This is an optimization exercise on Yosys and OpenROAD, whose aim is small area, not a production implementation.
In this exercise RTL edits were held to simulation tests only and were not proved equivalent to the original.
The clock input has no modelled driver; a real chip could not lean on it and would need a root buffer or a full tree.

==> flow/design.v <==
module fa(
  input  wire a, b, ci,
  output wire s, co
);
  assign s  = a ^ b ^ ci;
  assign co = (a & b) | (a & ci) | (b & ci);
endmodule
module ha(
  input  wire a, b,
  output wire s, co
);
  assign s  = a ^ b;
  assign co = a & b;
endmodule
module aoi222(
  input  wire a0, b0, a1, b1, a2, b2,
  output wire y
);
  assign y = ~((a0 & b0) | (a1 & b1) | (a2 & b2));
endmodule
module aoi221(
  input  wire a0, b0, a1, b1, c,
  output wire y
);
  assign y = ~((a0 & b0) | (a1 & b1) | c);
endmodule
module controlx(
  input  wire        clk,
  input  wire [31:0] inp1, inp2,
  output wire [31:0] out,
  output wire        underflow,
  output wire        overflow
);
  localparam integer K = 13;    
  genvar i;
  reg  [5:0]  cnt;
  reg         bq;       
  reg         cs;       
  reg  [25:0] acc;      
  reg  [22:0] mant;
  reg         nf;
  wire [23:0] mb = {1'b1, inp2[22:0]};
  wire [2:0]  grp = {cnt[5:3] == 3'd2, cnt[5:3] == 3'd1, cnt[5:3] == 3'd0};
  wire [7:0]  col;      
  generate for (i = 0; i < 7; i = i + 1) begin : bs
    aoi222 u (.a0(grp[0]), .b0(mb[i]), .a1(grp[1]), .b1(mb[8+i]), .a2(grp[2]), .b2(mb[16+i]), .y(col[i]));
  end endgenerate
  aoi221 u7 (.a0(grp[0]), .b0(mb[7]), .a1(grp[1]), .b1(mb[15]), .c(grp[2]), .y(col[7]));   
  wire bnext = ~col[cnt[2:0]];
  wire [23:0] ma   = {1'b1, inp1[22:0]};
  wire [5:0] cnt_n;
  wire [5:1] cc;
  assign cnt_n[0] = ~cnt[0];
  assign cc[1]    = cnt[0];
  generate for (i = 1; i < 5; i = i + 1) begin : ct
    ha u (.a(cnt[i]), .b(cc[i]), .s(cnt_n[i]), .co(cc[i+1]));
  end endgenerate
  assign cnt_n[5] = cnt[5] ^ cc[5];
  wire [24:0] x = acc[25:1];
  wire [24:0] y = {ma & {24{bq}}, 1'b0};
  wire [25:0] c;
  wire [25:0] sum;
  wire        xs, cx;   
  assign sum[0] = x[0];
  ha u1 (.a(x[1]), .b(y[1]), .s(sum[1]), .co(c[2]));
  ha uc (.a(x[K-1]), .b(cs), .s(xs), .co(cx));
  generate for (i = 2; i < 25; i = i + 1) begin : rc
    if (i == K - 1) begin : k1
      fa u (.a(xs), .b(y[i]), .ci(c[i]), .s(sum[i]), .co(c[i+1]));
    end else if (i == K) begin : k0
      fa u (.a(x[i]), .b(y[i]), .ci(cx), .s(sum[i]), .co(c[i+1]));
    end else begin : kn
      fa u (.a(x[i]), .b(y[i]), .ci(c[i]), .s(sum[i]), .co(c[i+1]));
    end
  end endgenerate
  assign sum[25] = c[25];
  always @(posedge clk) begin
    cnt <= cnt_n;
    bq  <= bnext;
    cs  <= c[K];
    acc <= sum;
  end
  always @(posedge clk) begin
    if ((cnt == 6'd26 && !acc[24]) || (cnt == 6'd27 && acc[23])) begin
      mant <= acc[22:0];
      nf   <= cnt[0];
    end
  end
  wire [7:0] ea = inp1[30:23];
  wire [7:0] eb = inp2[30:23];
  wire [8:0] ec;
  wire [7:0] E;
  assign ec[0] = nf;
  generate for (i = 0; i < 8; i = i + 1) begin : ex
    fa u (.a(ea[i]), .b(eb[i]), .ci(ec[i]), .s(E[i]), .co(ec[i+1]));
  end endgenerate
  wire [7:0] ic;
  assign ic[0] = 1'b1;
  generate for (i = 0; i < 7; i = i + 1) begin : inc
    assign ic[i+1] = ic[i] & E[i];
  end endgenerate
  wire [7:0] e = (E ^ ic) ^ 8'h80;
  assign underflow = ~ec[8] & ~E[7] & (nf | ~ic[7]);
  assign overflow  = ec[8] & (E[7] | (~nf & ic[7]));
  assign out[31]    = inp1[31] ^ inp2[31];
  assign out[30:23] = underflow ? {6'd0, nf, ~nf} : e;
  assign out[22:0]  = mant;
endmodule
clock: 10.0 ns
lec_check: 0
cap_margin: 20
core_margin: 2
core_utilization: 75
slew_margin: 20
synth_hierarchical: 1
synth_minimum_keep_size: 0
standard.sh (not shown) runs the stock make flow with config.mk's settings and CLKGATE_MAP_FILE= SYNTH_SCRIPT=/design/flow/synth_recipe.tcl, a recipe that flattens the netlist after the stock synthesis.
==> flow/flow/run.sh <==
#!/bin/bash
# The standard layout, with the smallest buffer on the ports, a hand-built
# clock tree of four buf_6 cells (flow/cts_hook.tcl), and power recovery (downsizing) after
# global routing followed by another slew/capacitance repair.
set -euo pipefail
bash standard.sh \
  BUFFER_PORTS_ARGS="-buffer_cell sky130_fd_sc_hd__buf_1" \
  PRE_CTS_TCL="$PWD/flow/cts_hook.tcl" \
  RECOVER_POWER=100 \
  PRE_GLOBAL_ROUTE_TCL="$PWD/flow/grt_hook.tcl" \
  finish > make.log 2>&1
==> flow/flow/grt_hook.tcl <==
# Sourced before global routing. Power recovery (downsizing) is followed by a
# pass that tries each logic cell at smaller drive strengths of the same
# function, keeping a change only while timing, slew and capacitance stay met,
# and then by another slew/capacitance repair.
proc downsize_logic_cells { } {
  set kept 0
  foreach inst [get_cells *] {
    set cell [get_property $inst ref_name]
    if { [regexp {df|dl|tap|fill|decap|conb|clkbuf|buf_} $cell] } {
      continue
    }
    if { ![regexp {^(sky130_fd_sc_hd__[a-z0-9]+)_([0-9]+)$} $cell -> base size] } {
      continue
    }
    set cands {}
    foreach lc [get_lib_cells */${base}_*] {
      set name [get_name $lc]
      if { [regexp "^${base}_(\[0-9\]+)\$" $name -> s] && $s < $size } {
        lappend cands [list $s $name]
      }
    }
    foreach c [lsort -integer -index 0 $cands] {
      replace_cell $inst [lindex $c 1]
      if { [sta::worst_slack -max] > 0.3 && [sta::worst_slack -min] > 0.05
           && [sta::max_slew_violation_count] == 0
           && [sta::max_capacitance_violation_count] == 0 } {
        incr kept
        puts "downsized [get_name $inst] $cell -> [lindex $c 1]"
        break
      }
      replace_cell $inst $cell
    }
  }
  puts "downsized $kept cells"
}

proc recover_power_helper { } {
  if { $::env(RECOVER_POWER) == 0 } {
    return
  }
  log_cmd repair_timing -verbose -recover_power $::env(RECOVER_POWER) -match_cell_footprint
  downsize_logic_cells
  log_cmd repair_design -verbose -slew_margin $::env(SLEW_MARGIN) -cap_margin $::env(CAP_MARGIN) -match_cell_footprint
  log_cmd detailed_placement
}
Other scripts of this flow, unchanged in this note and not shown: flow/flow/cts_hook.tcl
Rerun with:
--- a/flow/flow/grt_hook.tcl
+++ b/flow/flow/grt_hook.tcl
@@ -4,4 +4,12 @@
 # and then by another slew/capacitance repair.
+proc cell_area { name } {
+  set m [[ord::get_db] findMaster $name]
+  return [expr { [$m getWidth] * [$m getHeight] }]
+}
+
 proc downsize_logic_cells { } {
   set kept 0
+  set slews [sta::max_slew_violation_count]
+  set caps [sta::max_capacitance_violation_count]
+  puts "downsize start: setup [sta::worst_slack -max] hold [sta::worst_slack -min] slew $slews cap $caps"
   foreach inst [get_cells *] {
@@ -17,3 +25,4 @@
       set name [get_name $lc]
-      if { [regexp "^${base}_(\[0-9\]+)\$" $name -> s] && $s < $size } {
+      if { [regexp "^${base}_(\[0-9\]+)\$" $name -> s] && $s < $size
+           && [cell_area $name] < [cell_area $cell] } {
         lappend cands [list $s $name]
@@ -24,4 +33,4 @@
       if { [sta::worst_slack -max] > 0.3 && [sta::worst_slack -min] > 0.05
-           && [sta::max_slew_violation_count] == 0
-           && [sta::max_capacitance_violation_count] == 0 } {
+           && [sta::max_slew_violation_count] <= $slews
+           && [sta::max_capacitance_violation_count] <= $caps } {
         incr kept
--- a/flow/config.mk
+++ b/flow/config.mk
@@ -8,4 +8,7 @@
 export CAP_MARGIN = 20
+export CELL_PAD_IN_SITES_DETAIL_PLACEMENT = 0
+export CELL_PAD_IN_SITES_GLOBAL_PLACEMENT = 0
 export CORE_MARGIN = 2
-export CORE_UTILIZATION = 75
+export CORE_UTILIZATION = 80
+export PLACE_DENSITY = 0.85
 export SLEW_MARGIN = 20
Effect: The changed run never finished: it broke off in detailed placement. Synthesized area is unchanged. Synthesized cell count does not change.
Rerun with:
--- a/flow/config.mk
+++ b/flow/config.mk
@@ -8,7 +8,4 @@
 export CAP_MARGIN = 20
-export CELL_PAD_IN_SITES_DETAIL_PLACEMENT = 0
-export CELL_PAD_IN_SITES_GLOBAL_PLACEMENT = 0
 export CORE_MARGIN = 2
-export CORE_UTILIZATION = 80
-export PLACE_DENSITY = 0.85
+export CORE_UTILIZATION = 75
 export SLEW_MARGIN = 20
Effect: The changed run went through all stages and came out clean. Area after synthesis is unchanged. Synthesized cell count stays the same.
Rerun with:
--- a/flow/config.mk
+++ b/flow/config.mk
@@ -8,4 +8,7 @@
 export CAP_MARGIN = 20
+export CELL_PAD_IN_SITES_DETAIL_PLACEMENT = 0
+export CELL_PAD_IN_SITES_GLOBAL_PLACEMENT = 0
 export CORE_MARGIN = 2
-export CORE_UTILIZATION = 75
+export CORE_UTILIZATION = 86
+export PLACE_DENSITY = 0.92
 export SLEW_MARGIN = 20
Result:
- Now the flow ended with an error in global placement
- synthesized area stays the same
- synthesized cell count is unchanged
The clock cells of the first and third runs of this note come from the design's own scripts or RTL, not from TritonCTS.

==> re-timing with driven ports <==
In the flow no input, the clock included, has a driving cell. The finished layouts below were timed again as built, in two steps. Step 1: set_driving_cell puts a clkbuf_16 on clk and a buf_2 on each other input, an assumption about the parent block. Step 2 also shifts input and output timing later by t, the mid clock arrival at the registers, as if the neighbouring blocks saw the same clock. a / b / c = ideal / step 1 / step 2; a / b = the first two.
run	t, ns	slack for setup (ns)	clock arrival spread, ns	slew at the worst register clock pin (ns)
the first run	0.178	1.436 / 1.416 / 1.416	0.012 / 0.012	0.10 / 0.10
the third run	0.178	1.395 / 1.374 / 1.374	0.013 / 0.012	0.10 / 0.10
After both steps every run listed still meets setup and hold. For the third run, which loses most, drivers alone change the setup slack by -0.021 ns; drivers and shift together by -0.021 ns.
